What follows belongs to an exercise in optimizing a design on an open flow for a short achievable clock period and few clock cycles per item; a production flow would make more cautious choices. RTL that was checked went through simulation tests only; none was proved equivalent to the original. No functional check of the RTL was part of run 2. Power and IR drop assume default switching activity.

`design/flow/config.mk`:
```
export PLATFORM = sky130hd
export DESIGN_NAME = CPU
export DESIGN_NICKNAME = CPU
export VERILOG_FILES = /design/flow/design.v
export SDC_FILE = /design/flow/constraint.sdc
export NUM_CORES = 4
export LEC_CHECK = 0
export ABC_CLOCK_PERIOD_IN_PS = 2500
export CAP_MARGIN = 20
export CORE_MARGIN = 2
export CORE_UTILIZATION = 40
export SETUP_SLACK_MARGIN = 4.5
export SLEW_MARGIN = 20
export TNS_END_PERCENT = 100
```
`design/flow/constraint.sdc`:
```
create_clock -name core_clock -period 7.0 [get_ports {clk}]
set_input_delay 1.4000 -clock core_clock [delete_from_list [all_inputs] [get_ports {clk}]]
set_output_delay 1.4000 -clock core_clock [all_outputs]
set_load 0.01 [all_outputs]
```
`design/flow/design.v`:
```
module CPU (clk, reset, in, out, N, V, Z, w, mem_cmd, mem_addr, reg_out);
	input clk, reset;
	input [15:0] in;
	output logic [15:0] out;
	output logic N, V, Z, w;
	output logic [1:0] mem_cmd;
	output logic [8:0] mem_addr;
	output logic [127:0] reg_out;
	logic [15:0] R [0:7];
	logic halted;
	logic [8:0] MA;         
	logic       MST;        
	logic       FT;         
	logic       W;
	logic [8:0] fa;         
	logic [8:0] ia;         
	logic       inv;        
	logic [15:0] IR;
	logic        IRv;
	logic [15:0] A;         
	logic [15:0] B;         
	logic [15:0] SD;        
	logic [8:0]  TGT;       
	logic [7:0]  PP;        
	logic        TK;        
	logic E_LDR, E_STR, E_REDIR, E_CMP, E_HALT, E_WE, E_WSLOW;
	logic [2:0] E_WA;
	logic [8:0] E_FV;       
	logic       ldwb;       
	logic       STL;        
	logic [2:0] ld_rd;
	assign mem_addr = MA;
	assign mem_cmd  = MST ? 2'b10 : 2'b01;
	assign out      = SD;
	assign w        = W;
	genvar gi;
	generate
		for (gi = 0; gi < 8; gi = gi + 1) begin : g_ro
			assign reg_out[gi*16 +: 16] = R[gi];
		end
	endgenerate
	function automatic [15:0] shf(input [15:0] x, input [1:0] s);
		case (s)
			2'b00: shf = x;
			2'b01: shf = {x[14:0], 1'b0};
			2'b10: shf = {1'b0, x[15:1]};
			default: shf = {x[15], x[15:1]};
		endcase
	endfunction
	function automatic cond_true(input [2:0] c, input lt, input z);
		case (c)
			3'b000: cond_true = 1'b1;
			3'b001: cond_true = z;
			3'b010: cond_true = ~z;
			3'b011: cond_true = lt;
			3'b100: cond_true = lt | z;
			default: cond_true = 1'b0;
		endcase
	endfunction
	wire [2:0] e_opc = IR[15:13];
	wire [1:0] e_op  = IR[12:11];
	wire e_movi = (e_opc == 3'b110) & (e_op == 2'b10);
	wire e_movr = (e_opc == 3'b110) & (e_op != 2'b10);
	wire e_bl   = (e_opc == 3'b010) & e_op[0];
	wire [15:0] diff = A - B;
	logic [15:0] e_wd;
	always_comb begin
		if (e_movi)              e_wd = {{8{IR[7]}}, IR[7:0]};
		else if (e_bl)           e_wd = {8'b0, PP};
		else if (e_movr)         e_wd = B;
		else if (e_op == 2'b10)  e_wd = A & B;
		else if (e_op == 2'b11)  e_wd = ~B;
		else                     e_wd = A + B;
	end
	wire c_z  = (A == B);
	wire c_lt = ($signed(A) < $signed(B));
	wire f_z  = E_CMP ? c_z  : Z;
	wire f_lt = E_CMP ? c_lt : (N ^ V);
	wire halted_n = halted | E_HALT;
	wire squash   = E_STR | E_REDIR;
	wire hold     = ldwb | STL;
	wire [2:0] d_rn = in[10:8];
	wire [2:0] d_rd = in[7:5];
	wire [2:0] d_rm = in[2:0];
	wire [1:0] d_sh = in[4:3];
	function automatic [15:0] rd_fwd(input [2:0] a);
		rd_fwd = (E_WE && E_WA == a) ? e_wd : R[a];
	endfunction
	function automatic [8:0] rd_fast(input [2:0] a);
		rd_fast = (E_WE && E_WA == a) ? E_FV : R[a][8:0];
	endfunction
	wire [2:0] d_opc = in[15:13];
	wire [1:0] d_op  = in[12:11];
	wire d_ldr  = (d_opc == 3'b011);
	wire d_str  = (d_opc == 3'b100);
	wire d_mem  = d_ldr | d_str;
	wire d_bx   = (d_opc == 3'b010) & ~d_op[0];
	wire d_bl   = (d_opc == 3'b010) & d_op[0];
	wire d_halt = (d_opc == 3'b111);
	wire d_movi = (d_opc == 3'b110) & (d_op == 2'b10);
	wire d_movr = (d_opc == 3'b110) & (d_op != 2'b10);
	wire d_alu  = (d_opc == 3'b101);
	wire d_cmp  = d_alu & (d_op == 2'b01);
	wire d_tk   = ((d_opc == 3'b001) & cond_true(d_rn, f_lt, f_z)) | d_bl;
	wire [15:0] d_a  = rd_fwd(d_rn);
	wire [15:0] d_b  = shf(rd_fwd(d_rm), d_sh);
	wire [15:0] d_sd = shf(rd_fwd(d_rd), d_sh);
	wire [8:0]  d_saddr = rd_fast(d_rn) + {{4{in[4]}}, in[4:0]};
	wire [8:0]  d_bxt   = rd_fast(d_rd);
	wire [7:0]  d_pp  = ia[7:0] + 8'd1;
	wire [8:0]  d_tgt = {1'b0, d_pp} + {in[7], in[7:0]};
	wire d_dep = E_WSLOW & ((d_mem & (E_WA == d_rn)) | (d_bx & (E_WA == d_rd)));
	wire [2:0] h_rn = IR[10:8];
	wire [2:0] h_rd = IR[7:5];
	wire [2:0] h_rm = IR[2:0];
	wire p_a  = ldwb & (h_rn == ld_rd);
	wire p_b  = ldwb & (h_rm == ld_rd);
	wire p_sd = ldwb & (h_rd == ld_rd);
	wire [15:0] h_a  = p_a  ? in : A;
	wire [15:0] h_b  = p_b  ? shf(in, IR[4:3]) : B;
	wire [15:0] h_sd = p_sd ? shf(in, IR[4:3]) : SD;
	wire h_ldr  = (e_opc == 3'b011);
	wire h_str  = (e_opc == 3'b100);
	wire h_mem  = h_ldr | h_str;
	wire h_bx   = (e_opc == 3'b010) & ~e_op[0];
	wire h_halt = (e_opc == 3'b111);
	wire h_cmp  = (e_opc == 3'b101) & (e_op == 2'b01);
	wire h_wslow = e_movr | ((e_opc == 3'b101) & (e_op != 2'b01));
	wire h_we   = h_wslow | e_movi | e_bl;
	wire [2:0] h_wa = (e_movi | e_bl) ? h_rn : h_rd;
	wire [8:0] h_fv = e_bl ? {1'b0, PP} : {IR[7], IR[7:0]};
	wire [8:0] h_saddr = h_a[8:0] + {{4{IR[4]}}, IR[4:0]};
	logic        x_exec, x_ldr, x_str, x_mem, x_redir, x_halt, x_cmp, x_we, x_wslow, x_stl;
	logic [2:0]  x_wa;
	logic [8:0]  x_fv, x_maddr, x_raddr;
	always_comb begin
		if (hold) begin
			x_exec  = IRv & ~halted;
			x_stl   = 1'b0;
			x_ldr   = h_ldr;
			x_str   = h_str;
			x_mem   = h_mem;
			x_redir = TK | h_bx;
			x_halt  = h_halt;
			x_cmp   = h_cmp;
			x_we    = h_we;
			x_wslow = h_wslow;
			x_wa    = h_wa;
			x_fv    = h_fv;
			x_maddr = h_saddr;
			x_raddr = TK ? TGT : h_sd[8:0];
		end else begin
			x_exec  = inv & ~squash & ~E_LDR & ~halted_n & ~d_dep;
			x_stl   = inv & ~squash & ~E_LDR & ~halted_n & d_dep;
			x_ldr   = d_ldr;
			x_str   = d_str;
			x_mem   = d_mem;
			x_redir = d_tk | d_bx;
			x_halt  = d_halt;
			x_cmp   = d_cmp;
			x_wslow = d_movr | (d_alu & ~d_cmp);
			x_we    = x_wslow | d_movi | d_bl;
			x_wa    = (d_movi | d_bl) ? d_rn : d_rd;
			x_fv    = d_bl ? {1'b0, d_pp} : {in[7], in[7:0]};
			x_maddr = d_saddr;
			x_raddr = d_tk ? d_tgt : d_bxt;
		end
	end
	always_ff @(posedge clk) begin
		if (reset) begin
			MA      <= 9'd0;
			MST     <= 1'b0;
			FT      <= 1'b1;
			fa      <= 9'd1;
			inv     <= 1'b0;
			IRv     <= 1'b0;
			ldwb    <= 1'b0;
			STL     <= 1'b0;
			halted  <= 1'b0;
			W       <= 1'b0;
			E_LDR   <= 1'b0;
			E_STR   <= 1'b0;
			E_REDIR <= 1'b0;
			E_CMP   <= 1'b0;
			E_HALT  <= 1'b0;
			E_WE    <= 1'b0;
			E_WSLOW <= 1'b0;
		end else begin
			inv     <= FT;
			ia      <= MA;
			ldwb    <= E_LDR;
			STL     <= x_stl;
			halted  <= halted_n;
			W       <= halted_n | (x_exec & x_halt);
			MST     <= x_exec & x_str;
			E_LDR   <= x_exec & x_ldr;
			E_STR   <= x_exec & x_str;
			E_REDIR <= x_exec & x_redir;
			E_CMP   <= x_exec & x_cmp;
			E_HALT  <= x_exec & x_halt;
			E_WE    <= x_exec & x_we;
			E_WSLOW <= x_exec & x_wslow;
			if (!hold) IRv <= inv & ~squash;
			if (E_LDR) begin
				MA <= fa;            fa <= fa + 9'd1;  FT <= 1'b1;
			end else if (E_STR) begin
				MA <= inv ? ia : fa; fa <= inv ? fa : fa + 9'd1; FT <= 1'b1;
			end else if (E_REDIR) begin
				MA <= MA + 9'd1;     fa <= MA + 9'd2;  FT <= 1'b1;
			end else if (x_stl) begin
				MA <= MA;                              FT <= 1'b1;
			end else if (x_exec & x_mem) begin
				MA <= x_maddr;                         FT <= 1'b0;
			end else if (x_exec & x_redir) begin
				MA <= x_raddr;                         FT <= 1'b1;
			end else begin
				MA <= fa;            fa <= fa + 9'd1;  FT <= 1'b1;
			end
		end
	end
	always_ff @(posedge clk) begin
		if (E_WE) R[E_WA] <= e_wd;
		if (ldwb) R[ld_rd] <= in;
		if (E_CMP) begin
			N <= diff[15];
			V <= (A[15] ^ B[15]) & (diff[15] ^ A[15]);
			Z <= c_z;
		end
		E_WA <= x_wa;
		E_FV <= x_fv;
		if (E_LDR) ld_rd <= IR[7:5];
		if (hold) begin
			A <= h_a; B <= h_b; SD <= h_sd;
		end else begin
			IR <= in;
			A <= d_a; B <= d_b; SD <= d_sd;
			TGT <= d_tgt; PP <= d_pp; TK <= d_tk;
		end
	end
endmodule
```
`design/flow/run.sh`:
```
#!/bin/bash
# synth_recipe.tcl (not shown) runs the flow's synth.tcl, then flattens the netlist and writes it again
# the make line also repeats each setting of config.mk as NAME=value (left out here)
make -C /OpenROAD-flow-scripts/flow DESIGN_CONFIG=/design/flow/config.mk WORK_HOME=/design/flow/orfs CLKGATE_MAP_FILE= SYNTH_SCRIPT=/design/flow/synth_recipe.tcl finish
```
==> results of run 1 <==
[through the flow]
step / hold slack (ns) / setup WS, ns / instance area (um^2)
2_1_floorplan: 0.414 / 2.89 / 20600
5_1_grt: 0.480 / 3.05 / 29900
6_report: 0.438 / 3.12 / 29900
4_1_cts: 0.441 / 3.28 / 28100
3_5_place_dp: 0.429 / 1.89 / 22500
3_3_place_gp: 0.417 / 1.97 / 22500
[worst paths after layout]
path | startpoint | endpoint | slack, ns | depth (start not counted)
max | in[8] | MA[5] | 3.12 | 17
min | FT | inv | 0.44 | 1
max reg2reg | ld_rd[0] | MA[5] | 3.30 | 15
min reg2reg | FT | inv | 0.44 | 1
[layer usage]
layer | vias up | GRT usage | wire [um]
li1 | 8989 | - | -
met1 | 10300 | 0.462 | 34600
met2 | 1706 | 0.534 | 41100
met3 | 413 | 0.0661 | 11500
met4 | 2 | 0.190 | 6380
met5 | - | 0.00684 | 8
[cell type report]
type                       count  area (um^2)  share of cell area
multi-input combinational   1627        14100               0.472
sequential                   269         7520               0.252
timing repair buffer         626         6090               0.204
tap                          664          831              0.0278
clock buffer                  34          787              0.0264
clock inverter                22          289             0.00968
inverter                      60          248             0.00830
antenna                        3         7.51            0.000251
[flip-flops by register name, summed over array words and instances (netlist names), 3 cells and up]
name and count:
R 128, A 16, B 16, IR 16, SD 16, E_FV 9, MA 9, TGT 9
fa 9, ia 9, PP 8, E_WA 3, ld_rd 3
[cells by family (layout without fill, tap and decap cells)]
group                    after synthesis  count (layout)  share of synthesized area
AND/OR/NAND/NOR                      691             692                      0.159
AO/OA/AOI/OAI                        635             636                      0.197
flip-flops                           269             269                      0.378
buffers and inverters                235             742                     0.0459
multiplexers                         180             180                      0.153
adder cells (fa/ha/maj)               64              64                     0.0421
XOR/XNOR                              55              55                     0.0244
other                                  0               3                          0
[report_power, final]
group	total [W]	switching [W]	internal, W
logic	0.00200	0.00106	0.000946
clock network	0.00179	0.000732	0.00106
registers	0.00197	0.000108	0.00186
total	0.00577	0.00190	0.00387
[repair_timing]
item | in CTS | in global routing
gates cloned | 16 | 4
setup endpoints to repair | 502 | 442
buffers inserted | 303 | 83
resized for setup | 1166 | 272
pin swaps | 136 | 104
hold buffers | 0 | 0
[cells in the final DEF, fill, tap and decap left out, types with 13 or more instances in the layout]
cell type and instances:
a21o_1 15, nor3_1 25, nor2_2 17, inv_1 49, buf_4 276, nor2_1 177
dfxtp_4 15, ha_4 17, nand3_1 35, o211ai_1 13, a21oi_2 84, mux4_2 96
nand4_1 14, o21ai_2 27, ha_1 33, dfxtp_1 37, buf_16 16, o21ai_1 43
a211oi_1 21, o21ai_0 123, edfxtp_1 206, buf_6 174, clkbuf_16 34, nand2b_1 19
a211oi_2 19, xnor2_1 28, nor2b_1 35, a31oi_1 19, buf_12 26, nand2_1 232
a21oi_1 74, o22ai_1 15, a21oi_4 22, mux2i_1 56, buf_2 103
==> flow_summary.toml, run 1 <==
[placed_design]
gp_congestion = 0.987
portBuffers = 176
place_inst = 2838
dp_hpwl_mm = 58.5

[timing]
skew_ns = 0.0113
period_needed_ns = 3.88
fmax_mhz = 258
rsz0062_at_grt = "yes"
slew_violations = 0
max_slew.worst_pin.slew_ns = 1.17
setup_violations = 0
setup_tns_ns = 0
hold_viol = 0
relSlewSlack = 0.222
final.period_utilization = 0.554

[power_and_ir_drop]
p_leak_nw = 11.7
power_density_nw_per_um2 = 193
irDropWorstVdd_uv = 225
power.total_w = 0.00577

[synth]
synth.top_cells.by_count = "249 x nand2_1, 206 x edfxtp_1, 203 x nor2_1, 198 x o21ai_0, 180 x a21oi_1"
synth.area.top_cells = "edfxtp_1 31%, mux4_2 11%, dfxtp_1 6.4%, o21ai_0 5.0%, nand2_1 4.7%"
synth_area_per_cell_um2 = 9.26
async_flop_share = 0
synthFlopType = "edfxtp_1"
syn_area_um2 = 19700
yosys.cell_types.count = 83
synth_top_area_share = 0.314
synth_top_area_cell = "edfxtp_1"
ys_warn_count = 1
synth_most_common_cell = "nand2_1"
ys_seq_area_frac = 0.378
syn_inst = 2129
synth_edf_count = 206
syn_nets = 2211
synth-seq-cells = 269

[route]
wl_mm = 93.6
vias = 21400
drt_pass1_iterations = 6
drtAntennaViolNets = 0
drt_iter0_drc = 3000
viasPerCell = 6.48
drc_errors = 0
wl_per_cell_um = 28.3

[layout]
fin_cells = 3305
area_growth_pct = 51.5
fillCellCount = 3874
fin_nets = 2697
final_core_util = 0.611
drive_above_1_share = 0.465

[setup_path]
crit_slowest_cell = "mux4_2"
worstPathMaxFanout = 5
path_cells = "buf_12 > buf_12 > buf_6 > mux4_2 > nand2_2 > nand3_4 > o21a_4 > ha_4 > o21ai_2 > o21ba_4 > o22ai_4 > xnor2_2 > a211oi_2 > o21bai_1 > o21ai_1 > a31oi_1 > a21oi_1"
cp.required_ns = 7.48
critPathCaptureType = "flop"
path_class = "in -> reg"
critPathTopFamily = "compound AO/OA/AOI/OAI gates"
cp.buffers_inverters = 3
worstSetupStartpointType = "input pin"
crit_path_frequent_cell = "buf_12"
cpPeakStageDelay_ns = 0.52
arrival_ns = 4.36

[cts]
clk_pin_slew_worst_paths_ns = 0.07
cts_max_level = 1
cts_buffer_depth = 3
clock_latency_ns = 0.61
tritoncts = "done"
clockRootBuffer = "clkbuf_16"
clock-sinks = 269
cts-buffers-inserted = 31

[grt]
grt_pass1_vias = 20000
grt_max_degree = 59
grt-ovfl-total = 0
grt_use_total = 0.347
antenna_found_initial = 4
grt_pass1_wl_mm = 132

[die]
core_um2 = 48800
io_pins = 177
die_area_um2 = 51100
die_y_um = 226
rows = 81
initial_core_util = 0.404
die_w_um = 226

[run]
drv_cap = 0

[worst_hold_path]
hold_path_class = "reg -> reg"

[run_status]
run_status = "timing/DRC/antenna clean"
Testbench counts, summed over its fixed seeds: cycles 9,405, instrs 6,884.
==> run 2: changes to the inputs <==
--- a/design/flow/design.v
+++ b/design/flow/design.v
@@ -63,6 +63,11 @@
 	wire e_movr = (e_opc == 3'b110) & (e_op != 2'b10);
 	wire e_bl   = (e_opc == 3'b010) & e_op[0];
 	wire [15:0] diff = A - B;
+	logic [15:0] sum;
+	ks_add #(16) u_sum (.a(A), .b(B), .cin(1'b0), .s(sum), .cout());
+	logic [15:0] dif2;
+	logic dif_c;
+	ks_add #(16) u_lt (.a(A), .b(~B), .cin(1'b1), .s(dif2), .cout(dif_c));
 	logic [15:0] e_wd;
 	always_comb begin
 		if (e_movi)              e_wd = {{8{IR[7]}}, IR[7:0]};
@@ -70,10 +75,10 @@
 		else if (e_movr)         e_wd = B;
 		else if (e_op == 2'b10)  e_wd = A & B;
 		else if (e_op == 2'b11)  e_wd = ~B;
-		else                     e_wd = A + B;
+		else                     e_wd = sum;
 	end
 	wire c_z  = (A == B);
-	wire c_lt = ($signed(A) < $signed(B));
+	wire c_lt = dif2[15] ^ ((A[15] ^ B[15]) & (dif2[15] ^ A[15]));
 	wire f_z  = E_CMP ? c_z  : Z;
 	wire f_lt = E_CMP ? c_lt : (N ^ V);
 	wire halted_n = halted | E_HALT;
@@ -105,10 +110,27 @@
 	wire [15:0] d_a  = rd_fwd(d_rn);
 	wire [15:0] d_b  = shf(rd_fwd(d_rm), d_sh);
 	wire [15:0] d_sd = shf(rd_fwd(d_rd), d_sh);
-	wire [8:0]  d_saddr = rd_fast(d_rn) + {{4{in[4]}}, in[4:0]};
+	function automatic [8:0] add_im5(input [8:0] r, input [4:0] im);
+		logic [5:0] lo;
+		logic [3:0] hi;
+		lo = {1'b0, r[4:0]} + {1'b0, im};
+		if (lo[5] == im[4])  hi = r[8:5];
+		else if (lo[5])      hi = r[8:5] + 4'd1;
+		else                 hi = r[8:5] - 4'd1;
+		add_im5 = {hi, lo[4:0]};
+	endfunction
+	logic [8:0] d_sk [0:7];
+	generate
+		for (gi = 0; gi < 8; gi = gi + 1) begin : g_sk
+			assign d_sk[gi] = add_im5(R[gi][8:0], in[4:0]);
+		end
+	endgenerate
+	wire [8:0] d_sf = add_im5(E_FV, in[4:0]);
+	wire [8:0]  d_saddr = (E_WE && E_WA == d_rn) ? d_sf : d_sk[d_rn];
 	wire [8:0]  d_bxt   = rd_fast(d_rd);
 	wire [7:0]  d_pp  = ia[7:0] + 8'd1;
-	wire [8:0]  d_tgt = {1'b0, d_pp} + {in[7], in[7:0]};
+	logic [8:0] d_tgt;
+	ks_add #(9) u_tgt (.a({1'b0, d_pp}), .b({in[7], in[7:0]}), .cin(1'b0), .s(d_tgt), .cout());
 	wire d_dep = E_WSLOW & ((d_mem & (E_WA == d_rn)) | (d_bx & (E_WA == d_rd)));
 	wire [2:0] h_rn = IR[10:8];
 	wire [2:0] h_rd = IR[7:5];
@@ -201,22 +223,32 @@
 			E_WE    <= x_exec & x_we;
 			E_WSLOW <= x_exec & x_wslow;
 			if (!hold) IRv <= inv & ~squash;
-			if (E_LDR) begin
-				MA <= fa;            fa <= fa + 9'd1;  FT <= 1'b1;
-			end else if (E_STR) begin
-				MA <= inv ? ia : fa; fa <= inv ? fa : fa + 9'd1; FT <= 1'b1;
-			end else if (E_REDIR) begin
-				MA <= MA + 9'd1;     fa <= MA + 9'd2;  FT <= 1'b1;
-			end else if (x_stl) begin
-				MA <= MA;                              FT <= 1'b1;
-			end else if (x_exec & x_mem) begin
-				MA <= x_maddr;                         FT <= 1'b0;
-			end else if (x_exec & x_redir) begin
-				MA <= x_raddr;                         FT <= 1'b1;
-			end else begin
-				MA <= fa;            fa <= fa + 9'd1;  FT <= 1'b1;
-			end
-		end
+			MA <= ma_n;
+			fa <= fa_n;
+			FT <= ~x_memop;
+		end
+	end
+	wire x_exec_h = hold & IRv & ~halted;
+	wire sel_d    = ~hold & inv & ~squash & ~E_LDR & ~halted_n & ~d_dep;
+	wire x_memop  = (sel_d & d_mem) | (x_exec_h & h_mem);
+	logic [8:0] ma_early, ma_n, fa_n;
+	always_comb begin
+		if (E_LDR)                        ma_early = fa;
+		else if (E_STR)                   ma_early = inv ? ia : fa;
+		else if (E_REDIR)                 ma_early = MA + 9'd1;
+		else if (x_exec_h & h_mem)        ma_early = h_saddr;
+		else if (x_exec_h & TK)           ma_early = TGT;
+		else if (x_exec_h & h_bx)         ma_early = h_sd[8:0];
+		else if (x_stl)                   ma_early = MA;
+		else                              ma_early = fa;
+		if (sel_d & d_mem)                ma_n = d_saddr;
+		else if (sel_d & d_tk)            ma_n = d_tgt;
+		else if (sel_d & d_bx)            ma_n = d_bxt;
+		else                              ma_n = ma_early;
+		if (E_REDIR)                      fa_n = MA + 9'd2;
+		else if ((E_STR & inv) | x_stl | (x_exec_h & (h_mem | TK | h_bx)) | (sel_d & (d_mem | d_tk | d_bx)))
+		                                  fa_n = fa;
+		else                              fa_n = fa + 9'd1;
 	end
 	always_ff @(posedge clk) begin
 		if (E_WE) R[E_WA] <= e_wd;
@@ -238,3 +270,43 @@
 		end
 	end
 endmodule
+module ks_add #(parameter W = 16) (
+	input  [W-1:0] a, b,
+	input          cin,
+	output [W-1:0] s,
+	output         cout
+);
+	localparam L = $clog2(W) + 1;
+	logic [W-1:0] g [0:L];
+	logic [W-1:0] p [0:L];
+	wire  [W-1:0] p0 = a ^ b;
+	genvar i, k;
+	generate
+		for (i = 0; i < W; i = i + 1) begin : g_init
+			if (i == 0) begin : g_c0
+				assign g[0][i] = (a[i] & b[i]) | (p0[i] & cin);
+			end else begin : g_cn
+				assign g[0][i] = a[i] & b[i];
+			end
+			assign p[0][i] = p0[i];
+		end
+		for (k = 0; k < L; k = k + 1) begin : g_lvl
+			for (i = 0; i < W; i = i + 1) begin : g_bit
+				if (i >= (1 << k)) begin : g_op
+					assign g[k+1][i] = g[k][i] | (p[k][i] & g[k][i - (1 << k)]);
+					assign p[k+1][i] = p[k][i] & p[k][i - (1 << k)];
+				end else begin : g_pass
+					assign g[k+1][i] = g[k][i];
+					assign p[k+1][i] = p[k][i];
+				end
+			end
+		end
+	endgenerate
+	assign s[0] = p0[0] ^ cin;
+	generate
+		for (i = 1; i < W; i = i + 1) begin : g_sum
+			assign s[i] = p0[i] ^ g[L][i-1];
+		end
+	endgenerate
+	assign cout = g[L][W-1];
+endmodule
==> run 2 against run 1 <==
- clock-buffer cell count up 9
- wire length up 29%
- register-to-register slack got worse by 0.20 ns
- combinational power rose by 19%
- critical path type unchanged
- largest cell class unchanged
- highest routed layer unchanged
==> flow_summary.toml, run 2 <==
[run_status]
run_status = "timing/DRC/antenna clean"

[timing]
skew_ns = 0.0356
setup_violations = 0
final.period_utilization = 0.570
period_needed_ns = 3.99
relSlewSlack = 0.135
max_slew.worst_pin.slew_ns = 1.29
setup_tns_ns = 0
hold_viol = 0
worst_slack_ns = 3.01
fmax_mhz = 251
rsz0062_at_grt = "yes"
slew_violations = 0

[layout]
area_growth_pct = 50.3
layout_commonest_cell = "buf_4"
final_core_util = 0.606
drive_above_1_share = 0.456
regMostFlops = "R"
mostFrequentLayoutCells = "315 x buf_4, 224 x nand2_1, 206 x edfxtp_1, 174 x nor2_1, 170 x buf_6"
fin_nets = 3135
fin_cells = 3764
fillCellCount = 4564
seqCellArea_um2 = 7510
largest_reg_flops = 128
multi_input_area_um2 = 17400

[die]
rows = 87
io_pins = 177
die_area_um2 = 58700
die_w_um = 242
core_um2 = 56300
initial_core_util = 0.403
die_y_um = 242

[grt]
grt_pass1_vias = 23500
grtUsageMet2 = 0.569
grt_max_degree = 71
grt_use_total = 0.394
grt-ovfl-total = 0
busiest_layer = "met2"
grt_pass1_wl_mm = 168
antenna_found_initial = 4
met3_usage = 0.124
met1_usage = 0.525

[route]
drt_pass1_iterations = 6
wl_per_cell_um = 32.1
drtAntennaViolNets = 0
drt_iter0_drc = 3964
viasPerCell = 6.73
drc_errors = 0
wl_mm = 121
vias = 25300

[setup_path]
worstPathMaxFanout = 6
cpPeakStageDelay_ns = 0.35
crit_path_frequent_cell = "a21o_1"
worstSetupStartpointType = "input pin"
critPathTopFamily = "compound AO/OA/AOI/OAI gates"
cp.required_ns = 7.46
path_cells = "buf_16 > ha_4 > a211oi_4 > o21bai_2 > a21o_1 > inv_2 > ha_4 > a21o_1 > a21o_1 > o221ai_2 > mux2i_1 > nand3_1 > a2111oi_2 > o21ai_2 > a221oi_2 > a211oi_1"
path_class = "in -> reg"
arrival_ns = 4.45
critPathCaptureType = "flop"
rr_startpoint = "B[1]"
cp-startpoint = "in[1]"
cp.buffers_inverters = 2
crit_slowest_cell = "a2111oi_2"

[synth]
synth_top_area_cell = "edfxtp_1"
yosys.cell_types.count = 90
ys_seq_area_frac = 0.328
synth_most_common_cell = "nand2_1"
ys_warn_count = 8
async_flop_share = 0
syn_nets = 2599
syn_area_um2 = 22700
synth.area.top_cells = "edfxtp_1 27%, mux4_2 9.6%, ha_1 6.3%, dfxtp_1 5.6%, a21oi_1 4.9%"
synth_top_area_share = 0.273
synthFlopType = "edfxtp_1"
synth_edf_count = 206
syn_inst = 2445
synth.top_cells.by_count = "252 x nand2_1, 223 x a21oi_1, 206 x edfxtp_1, 198 x nor2_1, 172 x o21ai_0"
synth-seq-cells = 269
synth_area_per_cell_um2 = 9.28

[cts]
cts_max_level = 2
cts-buffers-inserted = 34
tritoncts = "done"
clock_latency_ns = 0.58
clockRootBuffer = "clkbuf_16"
cts_buffer_depth = 3
clock-sinks = 269
clk_pin_slew_worst_paths_ns = 0.06

[worst_hold_path]
hold_path_class = "reg -> reg"
hold_start = "FT"

[run]
drv_cap = 0

[power_and_ir_drop]
power_density_nw_per_um2 = 185
power.total_w = 0.00631
p_leak_nw = 13.6
irDropWorstVdd_uv = 168

[placed_design]
place_inst = 3255
dp_hpwl_mm = 76.5
dp_slack_ns = 1.77
gp_congestion = 1.00
portBuffers = 176
## run 2: what timing repair did
| item | 4_1_cts | 5_1_grt |
|---|---|---|
| gates resized for setup | 1205 | 308 |
| hold endpoints to repair | 0 | 0 |
| setup endpoints to repair | 493 | 433 |
| pin swaps | 115 | 116 |
| setup buffers | 334 | 88 |
| cloned | 23 | 1 |
| hold buffers | 0 | 0 |
## run 2: path summary, 6_finish.rpt
check             depth (start not counted)  endpoint  slack (ns)
setup / recovery                         16     MA[8]        3.01
hold / removal                            1       inv        0.44
setup reg to reg                         22     MA[4]        3.10
hold reg to reg                           1       inv        0.44
## run 2: per-stage QoR
stage,cell area [um^2],hold WS (ns)
finish,34100,0.442
global route,34100,0.466
CTS,32200,0.446
detailed placement,26000,0.428
global placement,26000,0.416
floorplan,24100,0.414
## run 2: cell families (layout without fill, tap and decap cells)
group / after synthesis / after routing / synth area share
flops: 269 / 269 / 0.328
compound gates: 742 / 742 / 0.208
buf+inv: 278 / 836 / 0.0473
fa+ha+maj: 136 / 136 / 0.0823
mux: 207 / 207 / 0.147
xor+xnor: 121 / 121 / 0.0467
other cells: 0 / 2 / 0
simple gates: 692 / 695 / 0.141
## run 2: per-layer routing
layer / share of wire / routed length (um)
met5: 0.00021 / 25
met4: 0.072 / 8690
met3: 0.14 / 17000
met2: 0.41 / 50100
met1: 0.37 / 45100
## run 2: layout make-up
class	count	area share
flip-flops and latches	269	0.220
clock buffers	43	0.0278
well taps	756	0.0277
diodes	2	0.000147
repair inverters	1	0.000220
repair buffers	675	0.194
multi-input cells	1901	0.511
clock inverters	18	0.00719
inverters	99	0.0117
## run 2: report_power, final
| group | internal, W | switching (W) | leakage, nW |
|---|---|---|---|
| Combinational | 0.00107 | 0.00130 | 10.5 |
| Clock | 0.00116 | 0.000802 | 0.585 |
| Sequential | 0.00187 | 0.000109 | 2.52 |

## afterwards: timing with drivers on the ports
The flow's constraints put no driver on any port. The routed layouts listed below were extracted and timed again, unchanged, in two steps. Step 1: set_driving_cell puts a clkbuf_16 on clk and a buf_2 on each other input, an assumption about the parent block. Step 2 also shifts input and output timing later by t, the mid clock arrival at the registers, as if the neighbouring blocks saw the same clock. Three values: no drivers, after step 1, after step 2; two values: the first two.
run | shift t [ns] | setup slack, ns | worst register clock-pin slew, ns | worst data-port slew with drivers (ns)
run 1 | 0.667 | 3.121 / 3.119 / 2.452 | 0.07 / 0.07 | 0.31
run 2 | 0.629 | 3.013 / 2.960 / 2.331 | 0.08 / 0.08 | 0.29
After both steps every run listed still meets setup and hold. For run 2, which loses most, drivers alone change the setup slack by -0.053 ns; drivers and shift together by -0.682 ns.
